Context: an optimization exercise on an open-source flow, tuned for small area, a short achievable clock period and few clock cycles. The choices shown serve that exercise and are no tape-out recipe. Only simulation tests tie the RTL to the original design; equivalence was not proved. Power is estimated from default activity; no workload was simulated.

[flow/run.sh]
#!/bin/bash
# synth_recipe.tcl (not shown) runs the flow's synth.tcl, then flattens the netlist and writes it again
# the make line also repeats each setting of config.mk as NAME=value (left out here)
make -C /OpenROAD-flow-scripts/flow DESIGN_CONFIG=/design/flow/config.mk WORK_HOME=/design/flow/orfs CLKGATE_MAP_FILE= SYNTH_SCRIPT=/design/flow/synth_recipe.tcl finish
[flow/config.mk]
export PLATFORM = sky130hd
export DESIGN_NAME = cb_seg
export DESIGN_NICKNAME = cb_seg
export VERILOG_FILES = /design/flow/design.v
export SDC_FILE = /design/flow/constraint.sdc
export NUM_CORES = 4
export LEC_CHECK = 0
export CAP_MARGIN = 20
export CORE_MARGIN = 2
export CORE_UTILIZATION = 40
export SLEW_MARGIN = 20
[flow/constraint.sdc]
create_clock -name core_clock -period 5.0 [get_ports {clk}]
set_input_delay 1.0000 -clock core_clock [delete_from_list [all_inputs] [get_ports {clk}]]
set_output_delay 1.0000 -clock core_clock [all_outputs]
set_load 0.01 [all_outputs]
[flow/design.v]
module counter_10bits (
	input  wire       aclr,
	input  wire       clock,
	input  wire       cnt_en,
	input  wire [9:0] data,
	input  wire       sload,
	output reg  [9:0] q
);
always @(posedge clock or posedge aclr) begin
	if (aclr) q <= 10'd0;
	else if (sload) q <= data;
	else if (cnt_en) q <= q - 10'd1;
end
endmodule
module register_1bit (
	input  wire aclr,
	input  wire clock,
	input  wire data,
	input  wire enable,
	input  wire load,
	output reg  q
);
always @(posedge clock or posedge aclr) begin
	if (aclr) q <= 1'b0;
	else if (enable) q <= load ? data : 1'b0;
end
endmodule
module register_2bits (
	input  wire       aclr,
	input  wire       clock,
	input  wire [1:0] data,
	input  wire       enable,
	input  wire       load,
	output reg  [1:0] q
);
always @(posedge clock or posedge aclr) begin
	if (aclr) q <= 2'b00;
	else if (enable) q <= load ? data : {q[0], 1'b0};
end
endmodule
module register_8bits (
	input  wire       aclr,
	input  wire       clock,
	input  wire [7:0] data,
	input  wire       enable,
	input  wire       load,
	output reg  [7:0] q
);
always @(posedge clock or posedge aclr) begin
	if (aclr) q <= 8'd0;
	else if (enable) q <= load ? data : {1'b0, q[7:1]};
end
endmodule
module shiftreg (
	input  wire        aclr,
	input  wire        clock,
	input  wire [23:0] data,
	input  wire        enable,
	input  wire        load,
	input  wire        sset,
	output reg  [23:0] q
);
always @(posedge clock or posedge aclr) begin
	if (aclr) q <= 24'd0;
	else if (enable) begin
		if (sset) q <= 24'hffffff;
		else if (load) q <= data;
		else q <= {1'b0, q[23:1]};
	end
end
endmodule
module mux_ip (
	input  wire [7:0] data0x,
	input  wire [7:0] data1x,
	input  wire       sel,
	output wire [7:0] result
);
assign result = sel ? data1x : data0x;
endmodule
module crc_shift_mux (
	input  wire [7:0] data0x,
	input  wire [7:0] data1x,
	input  wire [7:0] data2x,
	input  wire [1:0] sel,
	output reg  [7:0] result
);
always @(*) begin
	case (sel)
		2'd0: result = data0x;
		2'd1: result = data1x;
		2'd2: result = data2x;
		default: result = 8'd0;
	endcase
end
endmodule
module fifo12 (
	input  wire        aclr,
	input  wire        clock,
	input  wire [11:0] data,
	input  wire        rdreq,
	input  wire        wrreq,
	output wire        empty,
	output wire        full,
	output reg  [11:0] q
);
reg [11:0] mem [0:31];
reg [4:0] rp, wp;
reg [5:0] cnt;
assign empty = (cnt == 6'd0);
assign full  = (cnt == 6'd32);
always @(posedge clock) begin
	if (wrreq) mem[wp] <= data;
end
always @(posedge clock or posedge aclr) begin
	if (aclr) begin
		rp <= 5'd0; wp <= 5'd0; cnt <= 6'd0; q <= 12'd0;
	end else begin
		if (wrreq) wp <= wp + 5'd1;
		if (rdreq) begin
			rp <= rp + 5'd1;
			q <= mem[rp];
		end
		cnt <= cnt + {5'd0, wrreq} - {5'd0, rdreq};
	end
end
endmodule
module fifo14 (
	input  wire        aclr,
	input  wire        clock,
	input  wire [13:0] data,
	input  wire        rdreq,
	input  wire        wrreq,
	output wire        empty,
	output wire        full,
	output reg  [13:0] q
);
reg [13:0] mem [0:31];
reg [4:0] rp, wp;
reg [5:0] cnt;
assign empty = (cnt == 6'd0);
assign full  = (cnt == 6'd32);
always @(posedge clock) begin
	if (wrreq) mem[wp] <= data;
end
always @(posedge clock or posedge aclr) begin
	if (aclr) begin
		rp <= 5'd0; wp <= 5'd0; cnt <= 6'd0; q <= 14'd0;
	end else begin
		if (wrreq) wp <= wp + 5'd1;
		if (rdreq) begin
			rp <= rp + 5'd1;
			q <= mem[rp];
		end
		cnt <= cnt + {5'd0, wrreq} - {5'd0, rdreq};
	end
end
endmodule
module crc24(
    input wire clk,
    input wire reset,
    input wire init,
    input wire en_com,
    input wire[7:0] d_in,
    output wire[23:0] crc_out
);
reg[23:0] state_next;
wire[23:0] state_reg;
shiftreg	shiftreg_inst (
	.aclr ( reset ),
	.clock ( clk ),
	.data ( state_next ),
	.enable (en_com ),
	.load (en_com),
	.sset (init),
	.q (state_reg)
	);
always@(state_reg, d_in)
begin
		state_next[  0] = state_reg[ 16] ^ state_reg[ 17] ^ state_reg[ 18] ^ state_reg[ 19] ^ state_reg[ 20] ^ state_reg[ 21] ^ state_reg[ 22] ^ state_reg[ 23] ^ d_in[  0] ^ d_in[  1] ^ d_in[  2] ^ d_in[  3] ^ d_in[  4] ^ d_in[  5] ^ d_in[  6] ^ d_in[  7];
		state_next[  1] = state_reg[ 16] ^ d_in[  7];
		state_next[  2] = state_reg[ 17] ^ d_in[  6];
		state_next[  3] = state_reg[ 18] ^ d_in[  5];
		state_next[  4] = state_reg[ 19] ^ d_in[  4];
		state_next[  5] = state_reg[ 16] ^ state_reg[ 17] ^ state_reg[ 18] ^ state_reg[ 19] ^ state_reg[ 21] ^ state_reg[ 22] ^ state_reg[ 23] ^ d_in[  0] ^ d_in[  1] ^ d_in[  2] ^ d_in[  4] ^ d_in[  5] ^ d_in[  6] ^ d_in[  7];
		state_next[  6] = state_reg[ 16] ^ state_reg[ 21] ^ d_in[  2] ^ d_in[  7];
		state_next[  7] = state_reg[ 17] ^ state_reg[ 22] ^ d_in[  1] ^ d_in[  6];
		state_next[  8] = state_reg[  0] ^ state_reg[ 18] ^ state_reg[ 23] ^ d_in[  0] ^ d_in[  5];
		state_next[  9] = state_reg[  1] ^ state_reg[ 19] ^ d_in[  4];
		state_next[ 10] = state_reg[  2] ^ state_reg[ 20] ^ d_in[  3];
		state_next[ 11] = state_reg[  3] ^ state_reg[ 21] ^ d_in[  2];
		state_next[ 12] = state_reg[  4] ^ state_reg[ 22] ^ d_in[  1];
		state_next[ 13] = state_reg[  5] ^ state_reg[ 23] ^ d_in[  0];
		state_next[ 14] = state_reg[  6];
		state_next[ 15] = state_reg[  7];
		state_next[ 16] = state_reg[  8];
		state_next[ 17] = state_reg[  9];
		state_next[ 18] = state_reg[ 10];
		state_next[ 19] = state_reg[ 11];
		state_next[ 20] = state_reg[ 12];
		state_next[ 21] = state_reg[ 13];
		state_next[ 22] = state_reg[ 14];
		state_next[ 23] = state_reg[ 15] ^ state_reg[ 16] ^ state_reg[ 17] ^ state_reg[ 18] ^ state_reg[ 19] ^ state_reg[ 20] ^ state_reg[ 21] ^ state_reg[ 22] ^ state_reg[ 23]
					^ d_in[  0] ^ d_in[  1] ^ d_in[  2] ^ d_in[  3] ^ d_in[  4] ^ d_in[  5] ^ d_in[  6] ^ d_in[  7];
end
assign crc_out = state_reg;
endmodule
module cal_size ( input logic [11:0] B,
						output logic [1:0] C_plus,
						output logic [1:0] C_minus,
						output logic [9:0] filler,
						output logic max_exceed_error);
	logic [2:0] branch;
	localparam max  = 12'h5FA;
	localparam high = 12'h37E;
	localparam mid  = 12'h300;
	localparam low  = 12'h084;
	assign max_exceed_error = (B > max) ? 1'b1: 1'b0;
	assign branch[2] = (B > high) ? 1'b1: 1'b0;   
	assign branch[1] = (B > mid) ? 1'b1: 1'b0;    
	assign branch[0] = (B > low) ? 1'b1: 1'b0;    
	always_comb
		case(branch)
			3'b111: begin
				C_plus = 2'b10;
				C_minus = 2'b00;
				filler = max - B;
				end
			3'b011: begin
				C_plus = 2'b01;
				C_minus = 2'b01;
				filler = high - B;
				end
			3'b001: begin
				C_plus = 2'b01;
				C_minus = 2'b00;
				filler = mid - B;
				end
			3'b000: begin
				C_plus = 2'b00;
				C_minus = 2'b01;
				filler = low - B;
				end
			default: begin
				C_plus = 2'b00;
				C_minus = 2'b00;
				filler = 10'h000;
				end
		endcase
endmodule
module CRC_size  (input logic aclr,
						input logic clk,
						input logic w,
						input logic [11:0] inputSize,
						input logic r_out,
						output logic empty_out,
						output logic [13:0] data_out);
	logic empty, full, r;
	logic [11:0] B;
	fifo12 fifo12_inst (.aclr(aclr), .clock(clk), .data(inputSize), .rdreq(r), 
							  .wrreq(w), .empty(empty), .full(full), .q(B));
	logic w_in, full_in;
	logic [13:0] data_in;	
	fifo14 fifo14_inst (.aclr(aclr), .clock(clk), .data(data_in), .rdreq(r_out), 
							  .wrreq(w_in), .empty(empty_out), .full(full_in), .q(data_out));
	logic max_exceed_error;
	logic [1:0] C_minus, C_plus;
	logic [9:0] filler;
	cal_size cal_size_inst (B, C_plus, C_minus, filler, max_exceed_error);
	logic stop, prev_stop;
	assign stop = (empty | full_in);
	always_ff @(posedge clk, posedge aclr)
		if (aclr) prev_stop <= 1;
		else 		 prev_stop <= stop;
	assign r = (~stop);
	assign w_in = (~prev_stop);
	assign data_in = {C_plus, C_minus, filler};
endmodule
module data_fsm(
    input wire clk,
    input wire reset,
	input wire empty_data_fifo,
	input wire empty_size_fifo,
	input wire[13:0] size,
	output wire[1:0] crc_shift_sel,
	output reg mux_fill,
	output reg mux_crc,
	output reg init_crc,
	output reg ena_crc,
	output reg read_data_fifo,
	output reg read_size_fifo,
	output reg wreq_itl_fifo,
	output reg wreq_enc_fifo,
	output wire block_size,
	output wire start,
	output reg filling,
	output reg crc
);
parameter IDLE			=	10'b0000000000,
			 READ_REQ	=	10'b0000000011,
			 READ_SIZE	=	10'b0000000101,
			 LOAD_SIZE	=	10'b0000001001,
			 SEND_SIZE	=  10'b0000010001,
			 FILLING		=	10'b0000100001,
			 READ_DATA	=	10'b0001000001,
			 OUT_CRC		=	10'b0010000001,
			 NEXT_BLOCK	=	10'b0100000001,
			 WAIT_NEXT = 	10'b1000000001;
reg[9:0] state_reg, next_state;
reg[9:0] cnt_fl_in, cnt_cb_in;
wire[9:0] cnt_fl_q, cnt_cb_q;
reg cnt_fl_en, cnt_fl_load, cnt_cb_en, cnt_cb_load;
reg req_crc_in, req_crc_load, req_crc_en;
wire req_crc_q;
reg[7:0] wc_in;
reg	 wc_load;
wire[7:0] wc_q;
reg cm_load, cm_en, cp_load, cp_en;
reg[1:0] cm_in, cp_in;
wire[1:0] cm_q, cp_q;
reg[7:0] wait_cyc;
reg blk_large, start_pend, start_req, send_size_large;
assign block_size = blk_large;
assign start = start_pend & wreq_itl_fifo;
always@(posedge clk or posedge reset) begin
	if (reset==1) begin
		blk_large <= 1'b0;
		start_pend <= 1'b0;
	end
	else begin
		if (state_reg == SEND_SIZE) blk_large <= send_size_large;
		if (start_req) start_pend <= 1'b1;
		else if (wreq_itl_fifo) start_pend <= 1'b0;
	end
end
assign crc_shift_sel = cnt_cb_q[1:0];
counter_10bits	cnt_fill (
	.aclr ( reset),
	.clock ( clk ),
	.cnt_en ( cnt_fl_en ),
	.data ( cnt_fl_in ),
	.sload ( cnt_fl_load ),
	.q ( cnt_fl_q )
	);
counter_10bits	cnt_cb (
	.aclr ( reset),
	.clock ( clk ),
	.cnt_en ( cnt_cb_en ),
	.data ( cnt_cb_in ),
	.sload ( cnt_cb_load ),
	.q ( cnt_cb_q )
	);
register_1bit	req_crc (
	.aclr (reset),
	.clock (clk),
	.data (req_crc_in),
	.enable (req_crc_en),
	.load ( req_crc_load),
	.q (req_crc_q)
	);
register_8bits	wait_cycles (
	.aclr (reset),
	.clock (clk),
	.data (wc_in),
	.enable (wc_load),
	.load (wc_load),
	.q (wc_q)
	);
register_2bits	cm (
	.aclr (reset),
	.clock (clk),
	.data (cm_in),
	.enable (cm_en),
	.load ( cm_load),
	.q (cm_q)
	);
register_2bits	cp (
	.aclr (reset),
	.clock (clk),
	.data (cp_in),
	.enable (cp_en),
	.load (cp_load),
	.q (cp_q)
	);
always@(posedge clk or posedge reset) begin
	if (reset==1) state_reg <= IDLE; 
	else state_reg <= next_state;
end
always@(*) begin
	case(state_reg)
		IDLE:			if(empty_size_fifo==0) next_state <= READ_REQ;
						else next_state <= IDLE;
		READ_REQ:	next_state <= READ_SIZE;
		READ_SIZE:	next_state <= LOAD_SIZE;
		LOAD_SIZE:	next_state <= SEND_SIZE;
		SEND_SIZE:	if(cnt_fl_q == 10'h0000) next_state <= READ_DATA;
						else next_state <= FILLING;
		FILLING:		if(cnt_fl_q == 10'h0000 && req_crc_q==0 && cnt_cb_q==10'h0001) next_state <= NEXT_BLOCK;	 
						else if(cnt_fl_q == 10'h0000) next_state <= READ_DATA;
						else next_state <= FILLING;
		READ_DATA:	if(req_crc_q==0 && cnt_cb_q==10'h0001) next_state <= NEXT_BLOCK;
						else if(req_crc_q==1 && cnt_cb_q == 10'h003)	next_state <= OUT_CRC;
						else next_state <= READ_DATA;
		OUT_CRC:		if(cnt_cb_q == 10'h0001) next_state <= NEXT_BLOCK;
						else next_state <= OUT_CRC;
		NEXT_BLOCK:	next_state <= WAIT_NEXT;
		WAIT_NEXT: begin
						if(wc_q == 8'd5) begin
							if(cm_q == 2'b00 && cp_q == 2'b00) next_state <= IDLE;
							else next_state <= LOAD_SIZE;
						end
						else next_state <= WAIT_NEXT;
				end
		default:		next_state <= IDLE;
	endcase
end
always@(*) begin
	mux_fill 	= 	1'b1;			 
	mux_crc 		=		1'b0;			 
	init_crc		=		1'b0;
	ena_crc		=		1'b0;
	read_data_fifo =	1'b0;
	read_size_fifo = 1'b0;
	send_size_large	=	1'b0;
	start_req		= 	1'b0;
	filling		= 	1'b0;
	crc			=		1'b0;
	cnt_fl_in	= 	10'h0000;
	cnt_cb_in	=		10'h0000;
	cnt_fl_en	=		1'b0;
	cnt_fl_load	=		1'b0;
	cnt_cb_en	=		1'b0;
	cnt_cb_load =		1'b0;
	req_crc_in	=		1'b0;
	req_crc_load=		1'b0;
	req_crc_en	=		1'b0;
	wreq_itl_fifo = 	1'b0;
	wreq_enc_fifo = 	1'b0;
	cm_in			=		2'b00;
	cm_load		=		1'b0;
	cm_en			=		1'b0;
	cp_in			=		2'b00;
	cp_load		=		1'b0;
	cp_en			=		1'b0;
	wc_in 		= 	8'b0;
	wc_load		= 	1'b0;
	case(state_reg)
		IDLE:	begin
						init_crc = 1'b1;
						ena_crc	= 1'b1;
						req_crc_in	=	1'b1;
						req_crc_load=	1'b1;
						req_crc_en	=	1'b1;
						wreq_itl_fifo = 	1'b0;
						wreq_enc_fifo = 	1'b0;
				end
		READ_REQ:	begin
						read_size_fifo = 1'b1;
						wreq_itl_fifo = 	1'b0;
						wreq_enc_fifo = 	1'b0;
				end
		READ_SIZE:begin
						cm_in		= size[11:10];
						cm_load 	=	1'b1;
						cm_en		=	1'b1;
						cp_in 	= size[13:12];
						cp_load 	=	1'b1;
						cp_en		=	1'b1;
						cnt_fl_in= size[9:0];
						cnt_fl_load=		1'b1;
						if ((size[13:12]==2'b00 && size[11:10]== 2'b01) ||
							(size[13:12]==2'b01 && size[11:10]== 2'b00)) begin
							req_crc_in = 1'b0;
							req_crc_en = 1'b1;
							req_crc_load = 1'b1;
						end
						wreq_itl_fifo = 	1'b0;
						wreq_enc_fifo = 	1'b0;
					end
		LOAD_SIZE:begin						
						if (cp_q == 2'b10 && cm_q == 2'b00) begin
							cp_in 	= 2'b01;
							cp_load 	=	1'b1;
							cp_en		=	1'b1;
							cnt_cb_in 	= 10'h300;	 
							cnt_cb_load	=	1'b1;
						end
						else if(cp_q == 2'b01 && cm_q == 2'b00) begin
							cp_in 	= 2'b00;
							cp_load 	=	1'b1;
							cp_en		=	1'b1;
							cnt_cb_in = 10'h300;	 
							cnt_cb_load	=	1'b1;
						end
						else if(cm_q == 2'b01) begin
							cm_in 	= 2'b00;
							cm_load 	=	1'b1;
							cm_en		=	1'b1;
							cnt_cb_in = 10'h084;	 
							cnt_cb_load	=	1'b1;
						end
						start_req 	= 1'b1;
					end
		SEND_SIZE: begin
						if(cnt_fl_q == 10'h000) begin 
							read_data_fifo =	1'b1;		 
						end
						else	begin 
							cnt_fl_en		= 1'b1;
						end
						if(cnt_cb_q == 10'h300)
							send_size_large = 1'b1;
						else
							send_size_large = 1'b0;
						cnt_cb_en= 1'b1;
					end
		FILLING:	begin
						mux_fill	=	1'b0;		 
						mux_crc	=	1'b0;
						filling 	=	1'b1;
						wreq_itl_fifo = 	1'b1;
						wreq_enc_fifo = 	1'b1;
						ena_crc 	= 1'b1;
						cnt_cb_en		= 1'b1;
						if(cnt_fl_q == 10'h000) 
						begin
							cnt_fl_en= 1'b0;		 
							read_data_fifo =	1'b1;		 
						end
						else cnt_fl_en= 1'b1;
					end
		READ_DATA:begin
						mux_fill = 1'b1;
						mux_crc	=	1'b0;
						init_crc = 1'b0;
						wreq_itl_fifo = 	1'b1;
						wreq_enc_fifo = 	1'b1;
						ena_crc 	= 1'b1;
						cnt_cb_en	=	1'b1;
						if((req_crc_q==0 && cnt_cb_q==10'h000) 
							|| (req_crc_q==1 && cnt_cb_q == 10'h003))
							read_data_fifo =	1'b0;	
						else
							read_data_fifo =	1'b1;
					end
		OUT_CRC:	begin
						mux_fill = 1'b1;
						mux_crc	=	1'b1;
						init_crc = 1'b0;
						wreq_itl_fifo = 	1'b1;
						wreq_enc_fifo = 	1'b1;
						ena_crc 	= 1'b0;
						cnt_cb_en	=	1'b1;
						crc		= 1'b1;
					end
		NEXT_BLOCK:	begin
				if(req_crc_q==1) begin 
					mux_crc = 1'b1;
					crc = 1'b1;  
				end
				init_crc = 1'b1;
				ena_crc 	= 1'b1;
				wreq_itl_fifo = 	1'b1;
				wreq_enc_fifo = 	1'b1;
				wc_in 	= 8'b0;
				wc_load 	=	1'b1;
				end
		WAIT_NEXT: begin
			wc_in 	= wc_q + 1'd1;
			wc_load 	=	1'b1;
			ena_crc 	= 1'b0;
		end
	endcase
end
endmodule
module cb_seg(
    input wire clk,
    input wire reset,
    input wire[11:0] tb_size_in,
    input wire wreq_size,
    output wire rreq_data,        
    input wire[7:0] tb_in,
    output wire cb_valid,
    output wire[7:0] cb_data,
    output wire cb_size,
    output wire cb_start
);
wire[7:0] data_fifo_out;
wire data_fifo_rd, size_fifo_rd, size_fifo_empty;
assign data_fifo_out = tb_in;
assign rreq_data = data_fifo_rd;
wire start;
wire wreq_itl_fifo, wreq_enc_fifo;
assign cb_valid = wreq_itl_fifo;
assign cb_start = start;
wire[1:0] crc_shift_mux_sel;
wire[13:0] size_fifo_data;
wire[7:0] padding_mux_out;
wire[23:0] crc_out;
wire[7:0] crc_shift_mux_out;
wire padding_mux_sel, crc_mux_sel, crc_init, crc_ena_com;
mux_ip	padding_mux (
	.data0x ( 8'h00 ),
	.data1x ( data_fifo_out ),
	.sel ( padding_mux_sel ),
	.result ( padding_mux_out )
	);
mux_ip	crc_mux (
	.data0x ( padding_mux_out ),
	.data1x ( crc_shift_mux_out ),
	.sel ( crc_mux_sel ),
	.result ( cb_data )
	);
crc_shift_mux	crc_shift_mux_inst (
	.data0x (crc_out[23:16]),
	.data1x (crc_out[15:8]),
	.data2x (crc_out[7:0]),
	.sel (crc_shift_mux_sel),
	.result (crc_shift_mux_out)
	);
crc24 crc_mod(
    .clk(clk),
    .reset(reset),
    .init(crc_init),
    .en_com(crc_ena_com),
    .d_in(padding_mux_out),
    .crc_out(crc_out)
);
data_fsm datapath_control_unit(
    .clk(clk),
    .reset(reset),
	.empty_data_fifo(1'b0),
	.empty_size_fifo(size_fifo_empty),
	.size(size_fifo_data),
	.crc_shift_sel(crc_shift_mux_sel),
	.mux_fill(padding_mux_sel),
	.mux_crc(crc_mux_sel),
    .init_crc(crc_init),
	.ena_crc(crc_ena_com),
	.read_data_fifo(data_fifo_rd),
	.read_size_fifo(size_fifo_rd),
	.block_size(cb_size),
	.wreq_itl_fifo(wreq_itl_fifo),
	.wreq_enc_fifo(wreq_enc_fifo),
	.start(start),
	.filling(),
	.crc()
);
CRC_size  cb_size_computation(
	.aclr(reset),
	.clk(clk),
	.w(wreq_size),
	.inputSize(tb_size_in),
	.r_out(size_fifo_rd),
	.empty_out(size_fifo_empty),
	.data_out(size_fifo_data)
);
endmodule
==> impl_metrics.env, run 1 <==
export IMPL_cp_data_required_time_ps=5330
export IMPL_place_port_buffers=34
export IMPL_min_delay_path_class="reg2reg"
export IMPL_final_max_slew_viol_count=0
export IMPL_detail_route_antenna_nets=0
export IMPL_post_route_period_util_pct=90.2
export IMPL_drt_pre_antenna_iters=7
export IMPL_first_global_vias=19200
export IMPL_place_gp_congestion=0.823
export IMPL_core_area_sq_um=93200
export IMPL_pin_count=35
export IMPL_cts_max_path_buffers=3
export IMPL_leakage_nw=14.2
export IMPL_area_delta_synth_final_pct=14.3
export IMPL_detail_route_drc_violations=0
export IMPL_layout_drive_gt1_share_pct=25.5
export IMPL_final_period_minus_worst_setup_slack_ps=4510
export IMPL_critPathMaxFanout=32
export IMPL_grt_util_all_layers_pct=17.1
export IMPL_netlist_top_cells_area="sky130_fd_sc_hd__edfxtp_1 64%, sky130_fd_sc_hd__mux4_2 15%, sky130_fd_sc_hd__dfrtp_1 8.3%"
export IMPL_synthesis_area_per_instance_sq_um=19.1
export IMPL_crit_type="reg2reg"
export IMPL_grt_max_degree=104
export IMPL_antenna_diode_count=0
export IMPL_timing_final_hold_violations=0
export IMPL_largest_reg_flops=416
export IMPL_vdd_ir_drop_max_mv=0.572
export IMPL_ctsRootBufferMaster="sky130_fd_sc_hd__clkbuf_16"
export IMPL_registers_top_by_ff_count="cb_size_computation.fifo14_inst.mem"
export IMPL_placementRows=112
export IMPL_synth_area_sq_um=37600
export IMPL_via_count=18500
export IMPL_outcome="no timing/DRC/antenna violations"
export IMPL_postRouteWirelength_mm=79.6
export IMPL_hpwlAfterDp_mm=47.9
export IMPL_synth_commonest_cells="800 x sky130_fd_sc_hd__edfxtp_1, 250 x sky130_fd_sc_hd__mux4_2, 132 x sky130_fd_sc_hd__nor2_1, 125 x sky130_fd_sc_hd__dfrtp_1, 89 x sky130_fd_sc_hd__nand2_1"
export IMPL_ys_async_sr_fraction_pct=13.6
export IMPL_tritoncts_num_buffers=92
export IMPL_synth_enable_flop_cells=800
export IMPL_critical_path_endpoint_type="flip-flop"
export IMPL_maxCapViolations=0
export IMPL_reg_top3="cb_size_computation.fifo14_inst.mem (416), cb_size_computation.fifo12_inst.mem (384), crc_mod.shiftreg_inst.q (24)"
export IMPL_worst_pin_slew_ps=1140
export IMPL_ys_seq_elements=926
export IMPL_cts_htree_levels=3
export IMPL_synth_cells=1972
export IMPL_grt_first_pass_wirelength_mm=122
export IMPL_antenna_found_initial=1
export IMPL_final_setup_viol_count=0
export IMPL_post_cts_resize_count=0
export IMPL_synth_top_cell_area_share_pct=63.9
export IMPL_timing_setup_tns_ps=0
export IMPL_clock_insertion_delay_worst_skew_ps=660
export IMPL_tritoncts="yes"
export IMPL_yosys_cell_types_count=72
export IMPL_drt_wirelength_per_cell_um=23.4
export IMPL_slew_limit_headroom_pct=23.6
export IMPL_crit_arrival_ps=4840
export IMPL_cts_post_setup_buffers_inserted=0
export IMPL_die_area_sq_um=96400
export IMPL_path_clk_slew_ps=60
export IMPL_clock_sinks=926
export IMPL_netlist_top_cell_by_area="sky130_fd_sc_hd__edfxtp_1"
export IMPL_die_width_um=310
export IMPL_post_cts_hold_buffer_count=0
export IMPL_worst_setup_path_start_kind="flip-flop"
export IMPL_synth_flop_cell="sky130_fd_sc_hd__edfxtp_1"
export IMPL_post_dp_area_sq_um=39800
export IMPL_final_fill_count=7860
export IMPL_synth_warnings=12
export IMPL_final_cell_area_sq_um=42900
export IMPL_initial_utilization_pct=40.3
export IMPL_syn_nets=2041
export IMPL_ys_seq_area_share_pct=72.3
export IMPL_total_power_density_per_cell_area_nw_per_um2=602
export IMPL_post_drt_via_cell_ratio=5.42
export IMPL_final_setup_skew_ps=23.7
export IMPL_yosysMostFrequentCell="sky130_fd_sc_hd__edfxtp_1"
export IMPL_fmax_ghz=0.222
export IMPL_rsz0062_at_grt="false"
export IMPL_grt_overflow=0
export IMPL_dieHeight_um=310
export IMPL_detailedRoute_firstIterationViolations=1775
export IMPL_finish_net_count=2142
[critical path: stages (launching register included)]
cell and delay, ps:
sky130_fd_sc_hd__dfrtp_1 430, sky130_fd_sc_hd__nor4_1 430, sky130_fd_sc_hd__a21oi_1 110, sky130_fd_sc_hd__nor3_1 600, sky130_fd_sc_hd__inv_1 320, sky130_fd_sc_hd__ha_1 350, sky130_fd_sc_hd__nor2b_1 120, sky130_fd_sc_hd__o21ai_0 130
sky130_fd_sc_hd__a21boi_0 330, sky130_fd_sc_hd__o21ai_0 170, sky130_fd_sc_hd__a21oi_1 290, sky130_fd_sc_hd__a31oi_1 240, sky130_fd_sc_hd__xnor2_4 680
[cells in the final DEF, fill, tap and decap left out, types with 6 or more instances in the layout]
master | Yosys | layout
sky130_fd_sc_hd__edfxtp_1 | 800 | 800
sky130_fd_sc_hd__mux4_2 | 250 | 250
sky130_fd_sc_hd__dfrtp_1 | 125 | 119
sky130_fd_sc_hd__nor2_1 | 132 | 101
sky130_fd_sc_hd__clkbuf_16 | 0 | 93
sky130_fd_sc_hd__nand2_1 | 89 | 89
sky130_fd_sc_hd__buf_4 | 3 | 64
sky130_fd_sc_hd__o21ai_0 | 57 | 55
sky130_fd_sc_hd__inv_1 | 55 | 54
sky130_fd_sc_hd__a21oi_1 | 45 | 45
sky130_fd_sc_hd__xnor2_1 | 48 | 44
sky130_fd_sc_hd__ha_1 | 43 | 43
sky130_fd_sc_hd__nor2_2 | 0 | 27
sky130_fd_sc_hd__clkdlybuf4s50_1 | 0 | 26
sky130_fd_sc_hd__mux2i_1 | 25 | 25
sky130_fd_sc_hd__xor2_1 | 27 | 24
sky130_fd_sc_hd__nand3_1 | 24 | 24
sky130_fd_sc_hd__nor3_1 | 22 | 19
sky130_fd_sc_hd__clkinv_2 | 0 | 17
sky130_fd_sc_hd__clkbuf_1 | 57 | 15
sky130_fd_sc_hd__o22a_1 | 13 | 13
sky130_fd_sc_hd__bufinv_16 | 0 | 11
sky130_fd_sc_hd__clkinv_1 | 0 | 11
sky130_fd_sc_hd__nand4_1 | 10 | 10
sky130_fd_sc_hd__clkinvlp_4 | 0 | 9
sky130_fd_sc_hd__a222oi_1 | 8 | 8
sky130_fd_sc_hd__buf_2 | 28 | 8
sky130_fd_sc_hd__nand3b_1 | 6 | 6
sky130_fd_sc_hd__inv_6 | 0 | 6
[path summary, 6_finish.rpt]
check                                                                 start                                             endpoint  slack (ps)  cells after the start
min in group asynchronous                                             reset   datapath_control_unit.wait_cycles.q[3]$_DFFE_PP0P_         760                      2
min reg2reg                     datapath_control_unit.blk_large$_DFFE_PP0P_          datapath_control_unit.blk_large$_DFFE_PP0P_         490                      2
max reg2reg                cb_size_computation.fifo12_inst.q[6]$_DFFE_PP0P_  cb_size_computation.fifo14_inst.mem[1][9]$_DFFE_PP_         490                     12
max                        cb_size_computation.fifo12_inst.q[6]$_DFFE_PP0P_  cb_size_computation.fifo14_inst.mem[1][9]$_DFFE_PP_         490                     12
min                             datapath_control_unit.blk_large$_DFFE_PP0P_          datapath_control_unit.blk_large$_DFFE_PP0P_         490                      2
max in group asynchronous                                             reset               crc_mod.shiftreg_inst.q[1]$_DFFE_PP0P_        3180                      4
[cell families after synthesis]
kind of cell               share of synthesized area [%]
buffers and inverters                               1.79
xor gates and xnor gates                            1.81
muxes                                               15.7
and+or+nand+nor                                     4.17
adders and majority gates                           1.59
AOI/OAI and AO/OA                                   2.60
DFF                                                 72.3
[layer usage]
layer  track usage (%)  part of all wire [%]
met1              23.9                    44
met2              27.5                    49
met3              2.70                   4.6
met4              5.56                   2.7
met5                 0                 0.014
[area by class of cell]
type	count	area [sq um]	share of cell area, %
multi-input combinational	890	9940	23.1
clock inverter	58	624	1.45
inverter	56	218	0.507
timing repair buffer	107	945	2.20
sequential	926	27200	63.3
tap	1254	1570	3.65
clock buffer	113	2450	5.71
[through the flow]
| stage | power [mW] | worst slack (ps) | hold slack, ps | instances | util [%] |
|---|---|---|---|---|---|
| final | 25.9 | 489 | 490 | 3404 | 46.1 |
| after global routing | 27.1 | 65.8 | 523 | 3404 | 46.1 |
| after CTS | 26.1 | 216 | 491 | 3401 | 46.0 |
| after detailed placement | 19.0 | 276 | 475 | 3230 | 42.7 |
| after global placement | 18.7 | 556 | 476 | 3228 | 42.7 |
| after floorplan | 16.4 | 186 | 450 | 1972 | - |
[power by group]
group | leakage [nW] | switching (mW) | internal (mW)
Clock | 1.49 | 2.95 | 4.08
Combinational | 3.99 | 4.24 | 2.61
Sequential | 8.73 | 0.625 | 11.4
Testbench counts, summed over its fixed seeds: cycles 1,075,504.
==> run 2, diff against run 1 <==
==> flow/design.v (replaced) <==
module cb_seg(
    input wire clk,
    input wire reset,
    input wire[11:0] tb_size_in,
    input wire wreq_size,
    output wire rreq_data,
    input wire[7:0] tb_in,
    output wire cb_valid,
    output wire[7:0] cb_data,
    output wire cb_size,
    output wire cb_start
);
reg [10:0] din_r;
reg        push_r;
always @(posedge clk) din_r <= tb_size_in[10:0];
always @(posedge clk or posedge reset)
    if (reset) push_r <= 1'b0;
    else       push_r <= wreq_size;
reg [10:0] wq [0:31];
integer i;
always @(posedge clk)
    if (push_r) begin
        wq[0] <= din_r;
        for (i = 1; i < 32; i = i + 1) wq[i] <= wq[i-1];
    end
reg [4:0] hidx;      
reg       qne;       
wire      pop;
wire [10:0] head = wq[hidx];
always @(posedge clk or posedge reset)
    if (reset) begin
        hidx <= 5'd0;
        qne  <= 1'b0;
    end else if (push_r & ~pop) begin
        if (qne) hidx <= hidx + 5'd1;
        qne <= 1'b1;
    end else if (pop & ~push_r) begin
        if (hidx == 5'd0) qne <= 1'b0;
        else hidx <= hidx - 5'd1;
    end
localparam IDLE = 2'd0, CLS = 2'd1, BODY = 2'd2, CRC = 2'd3;
reg [1:0]  ph;
reg [10:0] cur;      
reg [10:0] p;        
reg        fill;     
reg        twob;     
reg        big;      
reg        sob;      
reg        blk2;     
reg [1:0]  cc;       
assign pop = (ph == IDLE) & qne;
wire c_gt132 = cur > 11'd132;
wire c_gt768 = cur > 11'd768;
wire c_gt894 = cur > 11'd894;
wire [10:0] ktot_m1 = c_gt894 ? 11'd1529 : c_gt768 ? 11'd893 : c_gt132 ? 11'd767 : 11'd131;
wire body_last_nc = (p == 11'd0) | (twob & ~blk2 & (p == 11'd765));
always @(posedge clk or posedge reset)
    if (reset) ph <= IDLE;
    else case (ph)
        IDLE: if (qne) ph <= CLS;
        CLS:  ph <= BODY;
        BODY: if (body_last_nc) ph <= twob ? CRC : IDLE;
        CRC:  if (cc == 2'd2) ph <= blk2 ? IDLE : BODY;
    endcase
always @(posedge clk) begin
    case (ph)
        IDLE: cur <= head;
        CLS: begin
            p    <= ktot_m1;
            fill <= (cur != ktot_m1 + 11'd1);
            twob <= c_gt768;
            big  <= c_gt132 & ~(c_gt768 & ~c_gt894);
            sob  <= 1'b1;
            blk2 <= 1'b0;
        end
        BODY: begin
            p   <= p - 11'd1;
            sob <= 1'b0;
            if (p == cur) fill <= 1'b0;
            cc  <= 2'd0;
        end
        CRC: begin
            cc <= cc + 2'd1;
            if (cc == 2'd2) begin
                blk2 <= 1'b1;
                big  <= 1'b1;
                sob  <= 1'b1;
            end
        end
    endcase
end
wire is_v    = ph[1];                       
wire is_data = (ph == BODY) & ~fill;
wire is_crc  = (ph == CRC);
reg s1_v, s2_v, s1_d, s2_d, s1_c, s2_c;
reg [1:0] s1_cc, s2_cc;
reg s1_st, s2_st, s1_sz, s2_sz;
reg rreq_q;
assign rreq_data = rreq_q;
always @(posedge clk or posedge reset)
    if (reset) begin
        s1_v <= 1'b0; s2_v <= 1'b0; rreq_q <= 1'b0;
    end else begin
        s1_v <= is_v; s2_v <= s1_v; rreq_q <= is_data;
    end
always @(posedge clk) begin
    s1_d <= is_data; s1_c <= is_crc; s1_cc <= cc; s1_st <= sob; s1_sz <= big;
    s2_d <= s1_d;    s2_c <= s1_c;   s2_cc <= s1_cc; s2_st <= s1_st; s2_sz <= s1_sz;
end
reg [7:0]  ob;       
reg        ov, ost, osz, onc;
reg [23:0] crc;
assign cb_valid = ov;
assign cb_data  = ob;
assign cb_start = ost;
assign cb_size  = osz;
function [23:0] crc_next(input [23:0] s, input [7:0] d);
    reg [23:0] r;
    integer k;
    begin
        r = s;
        for (k = 0; k < 8; k = k + 1)
            r = {r[22:0], 1'b0} ^ ((r[23] ^ d[k]) ? 24'h800063 : 24'h0);
        crc_next = r;
    end
endfunction
wire [23:0] crc_n = crc_next(crc, ob);
always @(posedge clk or posedge reset)
    if (reset) ov <= 1'b0;
    else       ov <= s2_v;
always @(posedge clk) begin
    ost <= s2_st;
    osz <= s2_sz;
    onc <= ~s2_c;
    if (s2_c)
        ob <= (s2_cc == 2'd0) ? crc_n[7:0] : (s2_cc == 2'd1) ? crc[15:8] : crc[23:16];
    else
        ob <= s2_d ? tb_in : 8'h00;
    if (s2_v & s2_st) crc <= 24'hffffff;
    else if (ov & onc) crc <= crc_n;
end
endmodule
--- a/flow/config.mk
+++ b/flow/config.mk
@@ -10,2 +10,3 @@
 export CORE_UTILIZATION = 40
+export SETUP_SLACK_MARGIN = 2.8
 export SLEW_MARGIN = 20
==> run 2 against run 1 <==
  * Utilization is 4.0 points higher
  * Sequential power fell by 56%
  * Still clean
  * Sequential share of layout area fell by 5.0 points
  * Clock power shrank about 50%
  * Register-to-register slack improved by 1900 ps
==> impl_metrics.env, run 2 <==
export IMPL_final_setup_viol_count=0
export IMPL_slew_limit_headroom_pct=41.7
export IMPL_final_period_minus_worst_setup_slack_ps=2610
export IMPL_placementRows=77
export IMPL_place_port_buffers=33
export IMPL_hold_end="s2_cc[1]$_DFF_P_"
export IMPL_synth_area_sq_um=18000
export IMPL_hpwlAfterDp_mm=29.0
export IMPL_dieHeight_um=216
export IMPL_outcome="no timing/DRC/antenna violations"
export IMPL_synth_enable_flop_cells=381
export IMPL_min_delay_path_class="reg2reg"
export IMPL_hold_start="s1_cc[1]$_DFF_P_"
export IMPL_netlist_top_cell_by_area="sky130_fd_sc_hd__edfxtp_1"
export IMPL_antenna_found_initial=1
export IMPL_synth_flop_cell="sky130_fd_sc_hd__edfxtp_1"
export IMPL_place_gp_congestion=0.862
export IMPL_hold_path_depth=0
export IMPL_postRouteWirelength_mm=50.3
export IMPL_critical_path_endpoint_type="flip-flop"
export IMPL_grt_max_degree=132
export IMPL_clock_insertion_delay_worst_skew_ps=600
export IMPL_worst_pin_slew_ps=872
export IMPL_cp_data_required_time_ps=5330
export IMPL_tritoncts_num_buffers=48
export IMPL_pin_count=35
export IMPL_mostFrequentLayoutCells="381 x sky130_fd_sc_hd__edfxtp_1, 90 x sky130_fd_sc_hd__nand2_1, 90 x sky130_fd_sc_hd__buf_4"
export IMPL_area_delta_synth_final_pct=23.3
export IMPL_critPathMaxFanout=3
export IMPL_yosysMostFrequentCell="sky130_fd_sc_hd__edfxtp_1"
export IMPL_first_global_vias=11500
export IMPL_yosys_cell_types_count=81
export IMPL_core_area_sq_um=44300
export IMPL_syn_nets=1245
export IMPL_initial_utilization_pct=40.6
export IMPL_cell_with_the_largest_stage_delay_on_the_worst_path="sky130_fd_sc_hd__edfxtp_1"
export IMPL_die_area_sq_um=46700
export IMPL_detailedRoute_firstIterationViolations=1561
export IMPL_final_setup_skew_ps=36.2
export IMPL_final_fill_count=3737
export IMPL_clock_sinks=452
export IMPL_drt_wirelength_per_cell_um=25.5
export IMPL_ys_seq_elements=452
export IMPL_largest_reg_flops=352
export IMPL_fmax_ghz=0.384
export IMPL_crit_type="reg2reg"
export IMPL_finish_net_count=1386
export IMPL_layout_core_utilization_pct=50.1
export IMPL_cp_slowest_stage_delay_ps=500
export IMPL_r2r_end="fill$_SDFFCE_PP0P_"
export IMPL_cts_htree_levels=2
export IMPL_worstPathCellList="nor4_4, nand2_2, a2111oi_4, nor2_4, ha_4, xnor2_1, nor2_1, o21a_1, o211a_1, a31oi_1"
export IMPL_synthesis_area_per_instance_sq_um=15.0
export IMPL_ff2ff_setup_slack_ps=2390
export IMPL_rr_worst_depth=10
export IMPL_final_max_slew_viol_count=0
export IMPL_detail_route_antenna_nets=0
export IMPL_worst_setup_path_start_kind="flip-flop"
export IMPL_worst_r2r_startpoint="cur[6]$_DFFE_PN_"
export IMPL_grt_first_pass_wirelength_mm=73.6
export IMPL_layout_drive_gt1_share_pct=25.0
export IMPL_grt_util_all_layers_pct=21.1
export IMPL_synth_cells=1203
export IMPL_synth_commonest_cells="381 x sky130_fd_sc_hd__edfxtp_1, 95 x sky130_fd_sc_hd__nand2_1, 58 x sky130_fd_sc_hd__dfxtp_1, 47 x sky130_fd_sc_hd__nor2_1, 45 x sky130_fd_sc_hd__nand3_1"
export IMPL_drt_pre_antenna_iters=6
export IMPL_maxCapViolations=0
export IMPL_leakage_nw=7.80
export IMPL_ys_async_sr_fraction_pct=2.88
export IMPL_cts_max_path_buffers=3
export IMPL_post_drt_via_cell_ratio=5.96
export IMPL_tritoncts="yes"
export IMPL_netlist_top_cells_area="sky130_fd_sc_hd__edfxtp_1 64%, sky130_fd_sc_hd__dfxtp_1 6.4%, sky130_fd_sc_hd__nand2_1 2.0%"
export IMPL_ctsRootBufferMaster="sky130_fd_sc_hd__clkbuf_16"
export IMPL_detail_route_drc_violations=0
export IMPL_via_count=11800
export IMPL_total_power_density_per_cell_area_nw_per_um2=672
export IMPL_post_route_period_util_pct=52.1
export IMPL_timing_setup_tns_ps=0
export IMPL_registers_top_by_ff_count="wq"
export IMPL_vdd_ir_drop_max_mv=0.469
export IMPL_crit_arrival_ps=2930
export IMPL_timing_final_hold_violations=0
export IMPL_grt_overflow=0
export IMPL_synth_top_cell_area_share_pct=63.5
export IMPL_layout_commonest_cell="sky130_fd_sc_hd__edfxtp_1"
export IMPL_ys_seq_area_share_pct=71.8
export IMPL_reg_top3="wq (352), crc (24)"
export IMPL_die_width_um=216
export IMPL_synth_warnings=2
export IMPL_path_clk_slew_ps=60
export IMPL_rsz0062_at_grt="true"
## run 2: area by class of cell
type | instances | area [sq um] | area share [%]
multi-input combinational | 659 | 5220 | 23.5
clock buffer | 70 | 1390 | 6.26
sequential | 452 | 13000 | 58.3
inverter | 25 | 111 | 0.502
clock inverter | 18 | 176 | 0.795
antenna | 1 | 2.50 | 0.0113
timing repair buffer | 158 | 1610 | 7.25
tap | 592 | 741 | 3.34
## run 2: kinds of logic after synthesis
family	synth area share, %
xor gates and xnor gates	2.53
buffers and inverters	2.49
muxes	3.39
AOI/OAI and AO/OA	10.9
DFF	71.8
adders and majority gates	1.38
and+or+nand+nor	7.54
## run 2: critical path: cells and delay by family (launching register included)
| kind | cells | cell delay (ps) |
|---|---|---|
| flops | 1 | 500 |
| simple gates | 4 | 670 |
| compound gates | 4 | 820 |
| fa+ha+maj | 1 | 220 |
| xor+xnor | 1 | 120 |
## run 2: through the flow
stage | instance area [sq um] | hold slack, ps | setup WS [ps] | power [mW] | std cells
final | 22200 | 324 | 2390 | 14.9 | 1975
after global routing | 22200 | 333 | 2250 | 15.5 | 1974
after CTS | 21800 | 327 | 2380 | 14.4 | 1955
after detailed placement | 19000 | 313 | 1580 | 9.68 | 1784
after global placement | 19000 | 313 | 1590 | 9.63 | 1784
after floorplan | 18100 | 310 | 1070 | 8.28 | 1203
## run 2: per-layer routing
| metal | routed length, um | global-route usage, % | vias to the layer above | share of wire, % |
|---|---|---|---|---|
| li1 | - | - | 5017 | - |
| met5 | 0 | 0 | - | 0 |
| met3 | 5480 | 4.51 | 160 | 11 |
| met4 | 2010 | 9.61 | 0 | 4.0 |
| met2 | 22500 | 31.6 | 705 | 45 |
| met1 | 20300 | 29.5 | 5893 | 40 |
## run 2: report_power, final
part	total [mW]	switching (mW)	internal, mW
Clock	3.54	1.50	2.04
Combinational	6.07	3.40	2.67
Sequential	5.31	0.530	4.78
Total	14.9	5.43	9.49
## run 2: how the worst max path moves through the flow
stage                             start                   to  slack (ps)  depth (start not counted)
floorplan              push_r$_DFF_PP0_  hidx[4]$_DFFE_PP0P_        1070                          6
global placement    hidx[1]$_DFFE_PP0P_     cur[3]$_DFFE_PN_        1590                         10
detailed placement  hidx[0]$_DFFE_PP0P_     cur[3]$_DFFE_PN_        1580                         10
CTS                    cur[5]$_DFFE_PN_   fill$_SDFFCE_PP0P_        2380                         10
global route           cur[6]$_DFFE_PN_   fill$_SDFFCE_PP0P_        2250                         10
finish                 cur[6]$_DFFE_PN_   fill$_SDFFCE_PP0P_        2390                         10
## run 2: timing repair
item / in CTS / in global routing
resized for setup: 154 / 41
pin swaps: 39 / 20
endpoints found under the setup margin: 285 / 103
hold buffers: 0 / 0
buffers inserted: 80 / 17
gates cloned: 3 / 2
Testbench counts of run 2, summed over its fixed seeds: cycles 1,062,360.
==> run 3, diff against run 2 <==
--- a/flow/config.mk
+++ b/flow/config.mk
@@ -7,2 +7,3 @@
 export LEC_CHECK = 0
+export ABC_CLOCK_PERIOD_IN_PS = 2200
 export CAP_MARGIN = 20
==> run 3 against run 2 <==
  * Synthesized area unchanged
  * First-iteration DRC count unchanged
  * Utilization unchanged
  * Still clean on timing, DRC and antenna
  * Flip-flop and latch count unchanged
  * Critical path depth unchanged
  * Setup slack unchanged
  * Critical endpoint unchanged
  * Sequential share of layout area unchanged
==> impl_metrics.env, run 3 <==
export IMPL_outcome="no timing/DRC/antenna violations"
export IMPL_min_delay_path_class="reg2reg"
export IMPL_placementRows=77
export IMPL_mostFrequentLayoutCells="381 x sky130_fd_sc_hd__edfxtp_1, 90 x sky130_fd_sc_hd__nand2_1, 90 x sky130_fd_sc_hd__buf_4"
export IMPL_layout_commonest_cell="sky130_fd_sc_hd__edfxtp_1"
export IMPL_synth_area_sq_um=18000
export IMPL_ys_seq_elements=452
export IMPL_post_route_period_util_pct=52.1
export IMPL_synth_enable_flop_cells=381
export IMPL_postRouteWirelength_mm=50.3
export IMPL_detail_route_antenna_nets=0
export IMPL_hpwlAfterDp_mm=29.0
export IMPL_yosys_cell_types_count=81
export IMPL_maxCapViolations=0
export IMPL_synth_top_cell_area_share_pct=63.5
export IMPL_synth_flop_cell="sky130_fd_sc_hd__edfxtp_1"
export IMPL_worst_pin_slew_ps=872
export IMPL_total_power_density_per_cell_area_nw_per_um2=672
export IMPL_drt_pre_antenna_iters=6
export IMPL_largest_reg_flops=352
export IMPL_slew_limit_headroom_pct=41.7
export IMPL_critical_path_endpoint_type="flip-flop"
export IMPL_final_setup_skew_ps=36.2
export IMPL_synth_cells=1203
export IMPL_rsz0062_at_grt="true"
export IMPL_grt_overflow=0
export IMPL_grt_max_degree=132
export IMPL_post_cts_hold_buffer_count=0
export IMPL_grt_util_all_layers_pct=21.1
export IMPL_ys_seq_area_share_pct=71.8
export IMPL_ctsRootBufferMaster="sky130_fd_sc_hd__clkbuf_16"
export IMPL_dp_slack_ps=1580
export IMPL_timing_setup_tns_ps=0
export IMPL_cp_data_required_time_ps=5330
export IMPL_final_setup_viol_count=0
export IMPL_die_width_um=216
export IMPL_synth_commonest_cells="381 x sky130_fd_sc_hd__edfxtp_1, 95 x sky130_fd_sc_hd__nand2_1, 58 x sky130_fd_sc_hd__dfxtp_1, 47 x sky130_fd_sc_hd__nor2_1, 45 x sky130_fd_sc_hd__nand3_1"
export IMPL_reg_top3="wq (352), crc (24)"
export IMPL_cts_max_path_buffers=3
export IMPL_crit_arrival_ps=2930
export IMPL_ys_async_sr_fraction_pct=2.88
export IMPL_tritoncts_num_buffers=48
export IMPL_netlist_top_cells_area="sky130_fd_sc_hd__edfxtp_1 64%, sky130_fd_sc_hd__dfxtp_1 6.4%, sky130_fd_sc_hd__nand2_1 2.0%"
export IMPL_leakage_nw=7.80
export IMPL_initial_utilization_pct=40.6
export IMPL_final_period_minus_worst_setup_slack_ps=2610
export IMPL_fmax_ghz=0.384
export IMPL_antenna_found_initial=1
export IMPL_pin_count=35
export IMPL_synthesis_area_per_instance_sq_um=15.0
export IMPL_critPathMaxFanout=3
export IMPL_vdd_ir_drop_max_mv=0.469
export IMPL_die_area_sq_um=46700
export IMPL_netlist_top_cell_by_area="sky130_fd_sc_hd__edfxtp_1"
export IMPL_via_count=11800
export IMPL_timing_final_hold_violations=0
export IMPL_crit_type="reg2reg"
export IMPL_cts_htree_levels=2
export IMPL_grt_first_pass_wirelength_mm=73.6
export IMPL_core_area_sq_um=44300
export IMPL_finish_net_count=1386
export IMPL_place_gp_congestion=0.862
export IMPL_fin_ws_ps=2390
export IMPL_post_drt_via_cell_ratio=5.96
export IMPL_clock_sinks=452
export IMPL_worst_setup_path_start_kind="flip-flop"
export IMPL_yosysMostFrequentCell="sky130_fd_sc_hd__edfxtp_1"
export IMPL_place_port_buffers=33
export IMPL_synth_warnings=2
export IMPL_path_clk_slew_ps=60
export IMPL_final_max_slew_viol_count=0
export IMPL_first_global_vias=11500
export IMPL_detail_route_drc_violations=0
export IMPL_syn_nets=1245
export IMPL_clock_insertion_delay_worst_skew_ps=600
export IMPL_registers_top_by_ff_count="wq"
export IMPL_dieHeight_um=216
export IMPL_area_delta_synth_final_pct=23.3
export IMPL_detailedRoute_firstIterationViolations=1561
export IMPL_tritoncts="yes"
export IMPL_layout_drive_gt1_share_pct=25.0
export IMPL_drt_wirelength_per_cell_um=25.5
[run 3: cells by family (layout without fill, tap and decap cells)]
logic type	Yosys count	count (layout)	share of synthesized area [%]
multiplexers	57	57	3.39
buffers and inverters	92	271	2.49
AO/OA/AOI/OAI	259	259	10.9
other	0	1	0
flip-flops	452	452	71.8
adder cells (fa/ha/maj)	20	20	1.38
AND/OR/NAND/NOR	276	276	7.54
XOR/XNOR	47	47	2.53
[run 3: final timing paths]
path                                   from                   to  slack, ps  cells after the start
max reg2reg                cur[6]$_DFFE_PN_   fill$_SDFFCE_PP0P_       2390                     10
min in group asynchronous             reset  hidx[1]$_DFFE_PP0P_        770                      2
min reg2reg                s1_cc[1]$_DFF_P_     s2_cc[1]$_DFF_P_        320                      0
max in group asynchronous             reset  hidx[2]$_DFFE_PP0P_       3790                      2
min                        s1_cc[1]$_DFF_P_     s2_cc[1]$_DFF_P_        320                      0
max                        cur[6]$_DFFE_PN_   fill$_SDFFCE_PP0P_       2390                     10
[run 3: power by group]
part	internal [mW]	total, mW	switching, mW	leakage [nW]
sequential	4.78	5.31	0.530	4.35
clock	2.04	3.54	1.50	0.761
combinational	2.67	6.07	3.40	2.69
[run 3: per-layer routing]
metal  track usage [%]  up-vias  wire, um
li1                  -     5017         -
met1              29.5     5893     20300
met2              31.6      705     22500
met3              4.51      160      5480
met4              9.61        0      2010
met5                 0        -         0
[run 3: stage by stage]
stage	power, mW	utilization [%]	cells	instance area (sq um)	hold WS [ps]
final	14.9	50.1	1975	22200	324
after global routing	15.5	50.1	1974	22200	333
after CTS	14.4	49.2	1955	21800	327
after detailed placement	9.68	42.9	1784	19000	313
after global placement	9.63	42.9	1784	19000	313
after floorplan	8.28	-	1203	18100	310
[run 3: area by class of cell]
cell class	count	area, sq um
Antenna cell	1	2.50
Clock buffer	70	1390
Clock inverter	18	176
Fill cell	3737	22100
Inverter	25	111
Multi-Input combinational cell	659	5220
Sequential cell	452	13000
Tap cell	592	741
Timing Repair Buffer	158	1610
[run 3: repair_timing]
item                       CTS  global route
gates cloned                 3             2
pin swaps                   39            20
hold endpoints to repair     0             0
gates resized for setup    154            41
buffers inserted            80            17
setup endpoints to repair  285           103
[run 3: critical path: stages (launching register included)]
cell and delay, ps:
sky130_fd_sc_hd__edfxtp_1 500, sky130_fd_sc_hd__nor4_4 380, sky130_fd_sc_hd__nand2_2 120, sky130_fd_sc_hd__a2111oi_4 440, sky130_fd_sc_hd__nor2_4 80, sky130_fd_sc_hd__ha_4 220, sky130_fd_sc_hd__xnor2_1 120, sky130_fd_sc_hd__nor2_1 90
sky130_fd_sc_hd__o21a_1 160, sky130_fd_sc_hd__o211a_1 150, sky130_fd_sc_hd__a31oi_1 70
==> run 4, diff against run 3 <==
--- a/flow/config.mk
+++ b/flow/config.mk
@@ -7,3 +7,2 @@
 export LEC_CHECK = 0
-export ABC_CLOCK_PERIOD_IN_PS = 2200
 export CAP_MARGIN = 20
@@ -11,3 +10,2 @@
 export CORE_UTILIZATION = 40
-export SETUP_SLACK_MARGIN = 2.8
 export SLEW_MARGIN = 20
==> run 4 against run 3 <==
  * Combinational power fell by about 30%
  * Sequential share of layout area rose by 4.7 points
  * Worst hold slack improved by 1.9 ps
  * Fmax fell by 26%
  * Still clean
  * First-iteration DRC count rose by 13%
  * Register-to-register slack got worse by 920 ps
  * Routed wire length fell by 8.4%
  * Cell count fell by 5.3%
==> impl_metrics.env, run 4 <==
export IMPL_outcome="no timing/DRC/antenna violations"
export IMPL_final_setup_viol_count=0
export IMPL_synthesis_area_per_instance_sq_um=15.0
export IMPL_syn_nets=1245
export IMPL_reg_top3="wq (352), crc (24)"
export IMPL_cp_data_required_time_ps=5280
export IMPL_maxCapViolations=0
export IMPL_post_route_period_util_pct=70.5
export IMPL_synth_enable_flop_cells=381
export IMPL_die_area_sq_um=46700
export IMPL_post_cts_hold_buffer_count=0
export IMPL_buffers_and_inverters_on_the_worst_path=3
export IMPL_netlist_top_cell_by_area="sky130_fd_sc_hd__edfxtp_1"
export IMPL_cts_post_setup_buffers_inserted=0
export IMPL_layout_commonest_cell="sky130_fd_sc_hd__edfxtp_1"
export IMPL_final_setup_skew_ps=24.5
export IMPL_synth_top_cell_area_share_pct=63.5
export IMPL_post_drt_via_cell_ratio=5.95
export IMPL_leakage_nw=7.09
export IMPL_slew_limit_headroom_pct=21.0
export IMPL_grt_first_pass_wirelength_mm=68.3
export IMPL_detail_route_drc_violations=0
export IMPL_critPathTopFamily="compound AO/OA/AOI/OAI gates"
export IMPL_largest_reg_flops=352
export IMPL_tritoncts_num_buffers=46
export IMPL_place_port_buffers=33
export IMPL_placementRows=77
export IMPL_via_count=11100
export IMPL_cts_htree_levels=2
export IMPL_first_global_vias=10800
export IMPL_final_period_minus_worst_setup_slack_ps=3520
export IMPL_drt_pre_antenna_iters=6
export IMPL_worst_setup_path_start_kind="flip-flop"
export IMPL_synth_commonest_cells="381 x sky130_fd_sc_hd__edfxtp_1, 95 x sky130_fd_sc_hd__nand2_1, 58 x sky130_fd_sc_hd__dfxtp_1, 47 x sky130_fd_sc_hd__nor2_1, 45 x sky130_fd_sc_hd__nand3_1"
export IMPL_layout_drive_gt1_share_pct=11.5
export IMPL_synth_warnings=2
export IMPL_postRouteWirelength_mm=46.1
export IMPL_ctsRootBufferMaster="sky130_fd_sc_hd__clkbuf_16"
export IMPL_tritoncts="yes"
export IMPL_cp_depth=10
export IMPL_antenna_found_initial=0
export IMPL_hold_path_depth=0
export IMPL_fmax_ghz=0.284
export IMPL_synth_area_sq_um=18000
export IMPL_timing_setup_tns_ps=0
export IMPL_drt_wirelength_per_cell_um=24.7
export IMPL_crit_type="reg2reg"
export IMPL_final_max_slew_viol_count=0
export IMPL_total_power_density_per_cell_area_nw_per_um2=640
export IMPL_cp_slowest_stage_delay_ps=510
export IMPL_area_delta_synth_final_pct=13.9
export IMPL_synth_cells=1203
export IMPL_critPathMaxFanout=12
export IMPL_detailedRoute_firstIterationViolations=1771
export IMPL_grt_overflow=0
export IMPL_place_gp_congestion=0.839
export IMPL_initial_utilization_pct=40.6
export IMPL_vdd_ir_drop_max_mv=0.349
export IMPL_min_delay_path_class="reg2reg"
export IMPL_crit_arrival_ps=3800
export IMPL_cell_with_the_largest_stage_delay_on_the_worst_path="sky130_fd_sc_hd__o2111ai_2"
export IMPL_yosysMostFrequentCell="sky130_fd_sc_hd__edfxtp_1"
export IMPL_grt_max_degree=151
export IMPL_core_area_sq_um=44300
export IMPL_post_cts_resize_count=0
export IMPL_ys_seq_area_share_pct=71.8
export IMPL_mostFrequentLayoutCells="381 x sky130_fd_sc_hd__edfxtp_1, 94 x sky130_fd_sc_hd__nand2_1, 58 x sky130_fd_sc_hd__dfxtp_1"
export IMPL_worst_pin_slew_ps=1180
export IMPL_registers_top_by_ff_count="wq"
export IMPL_die_width_um=216
export IMPL_yosys_cell_types_count=81
export IMPL_rsz0062_at_grt="false"
export IMPL_dieHeight_um=216
export IMPL_worstPathCellList="inv_1, ha_1, buf_4, nor2b_1, o32a_1, nor3_1, o2111ai_2, buf_4, nor2_1, a41oi_1"
export IMPL_cts_max_path_buffers=3
export IMPL_grt_util_all_layers_pct=19.5
export IMPL_pin_count=35
export IMPL_hpwlAfterDp_mm=28.9
export IMPL_ys_async_sr_fraction_pct=2.88
export IMPL_final_fill_count=3879
export IMPL_critical_path_endpoint_type="flip-flop"
export IMPL_antenna_diode_count=0
export IMPL_ys_seq_elements=452
export IMPL_clock_insertion_delay_worst_skew_ps=590
export IMPL_synth_flop_cell="sky130_fd_sc_hd__edfxtp_1"
export IMPL_rr_worst_depth=10
export IMPL_netlist_top_cells_area="sky130_fd_sc_hd__edfxtp_1 64%, sky130_fd_sc_hd__dfxtp_1 6.4%, sky130_fd_sc_hd__nand2_1 2.0%"
export IMPL_multiInputGateArea_sq_um=4650
export IMPL_timing_final_hold_violations=0
export IMPL_path_clk_slew_ps=60
export IMPL_register_area_sq_um=12900
export IMPL_cpMostUsedCell="sky130_fd_sc_hd__buf_4"
export IMPL_clock_sinks=452
export IMPL_finish_net_count=1283
export IMPL_detail_route_antenna_nets=0
export IMPL_design_power_total_mw=13.1
-- run 4: cell counts after synthesis --
Identical to the previous run, type by type.
-- run 4: worst reg2reg max path, cell delays in order (launching register included) --
cell,delay (ps)
sky130_fd_sc_hd__dfrtp_1,410
sky130_fd_sc_hd__inv_1,140
sky130_fd_sc_hd__ha_1,460
sky130_fd_sc_hd__buf_4,290
sky130_fd_sc_hd__nor2b_1,210
sky130_fd_sc_hd__o32a_1,360
sky130_fd_sc_hd__nor3_1,270
sky130_fd_sc_hd__o2111ai_2,510
sky130_fd_sc_hd__buf_4,390
sky130_fd_sc_hd__nor2_1,120
sky130_fd_sc_hd__a41oi_1,80
-- run 4: per-stage QoR --
step | utilization [%] | setup WS, ps | hold slack (ps) | std cells | cell area (sq um)
floorplan | - | 793 | 310 | 1203 | 18000
global placement | 42.8 | 1670 | 312 | 1785 | 19000
detailed placement | 42.8 | 1600 | 314 | 1785 | 19000
CTS | 46.3 | 1570 | 329 | 1871 | 20500
global route | 46.3 | 1350 | 333 | 1871 | 20500
finish | 46.3 | 1480 | 326 | 1871 | 20500
-- run 4: logic make-up (layout without fill, tap and decap cells) --
| group | after synthesis | in the layout | synth area share [%] |
|---|---|---|---|
| flip-flops | 452 | 452 | 71.8 |
| AND/OR/NAND/NOR | 276 | 276 | 7.54 |
| AO/OA/AOI/OAI | 259 | 259 | 10.9 |
| buffers and inverters | 92 | 168 | 2.49 |
| multiplexers | 57 | 57 | 3.39 |
| XOR/XNOR | 47 | 47 | 2.53 |
| adder cells (fa/ha/maj) | 20 | 20 | 1.38 |
-- run 4: final timing paths --
kind / end / slack (ps) / from
max: cur[3]$_DFFE_PN_ / 1480 / hidx[0]$_DFFE_PP0P_
max in group asynchronous: push_r$_DFF_PP0_ / 3820 / reset
min in group asynchronous: rreq_q$_DFF_PP0_ / 780 / reset
min reg2reg: s2_d$_DFF_P_ / 330 / s1_d$_DFF_P_
min: s2_d$_DFF_P_ / 330 / s1_d$_DFF_P_
max reg2reg: cur[3]$_DFFE_PN_ / 1480 / hidx[0]$_DFFE_PP0P_
-- run 4: routing by layer --
layer | up-vias | global-route usage, % | wire, um
li1 | 4811 | - | -
met1 | 5553 | 27.7 | 19100
met2 | 662 | 30.0 | 21000
met3 | 109 | 3.59 | 4510
met4 | 0 | 7.42 | 1530
met5 | - | 0 | 0
-- run 4: final cells by class --
class	count	share of cell area (%)
Clock buffer	59	6.20
Clock inverter	27	1.38
Sequential cell	452	63.1
Multi-Input combinational cell	659	22.7
Inverter	25	0.458
Tap cell	592	3.61
Timing Repair Buffer	57	2.61
-- run 4: power by group --
group	internal, mW	leakage (nW)	switching, mW
sequential	4.77	4.35	0.585
combinational	1.61	1.98	2.64
clock	2.07	0.760	1.46
total	8.44	7.09	4.68

## what the ideal ports hide
No port has a modelled driver above. Below, the same layouts with a new extraction and two added sets of constraints. Step 1 sets driving cells, clkbuf_16 on the clock port and buf_2 on the other inputs (assumed; they add their load-dependent delay and slew). Step 2 times the ports against the registers' clock, not the clock port: input delays grow and output delays shrink by t, the midpoint of the rising clock arrivals with the driver on. a / b / c = ideal / step 1 / step 2; a / b = the first two.
run | t (ns) | slack for setup (ns) | worst hold slack (ns)
run 1 | 0.715 | 0.489 / 0.480 / 0.489 | 0.490 / 0.490 / 0.490
run 2 | 0.637 | 2.393 / 2.393 / 2.393 | 0.324 / 0.324 / 0.324
run 3 | 0.637 | 2.393 / 2.393 / 2.393 | 0.324 / 0.324 / 0.324
run 4 | 0.629 | 1.475 / 1.475 / 1.475 | 0.326 / 0.326 / 0.326
After both steps every run listed still meets setup and hold.
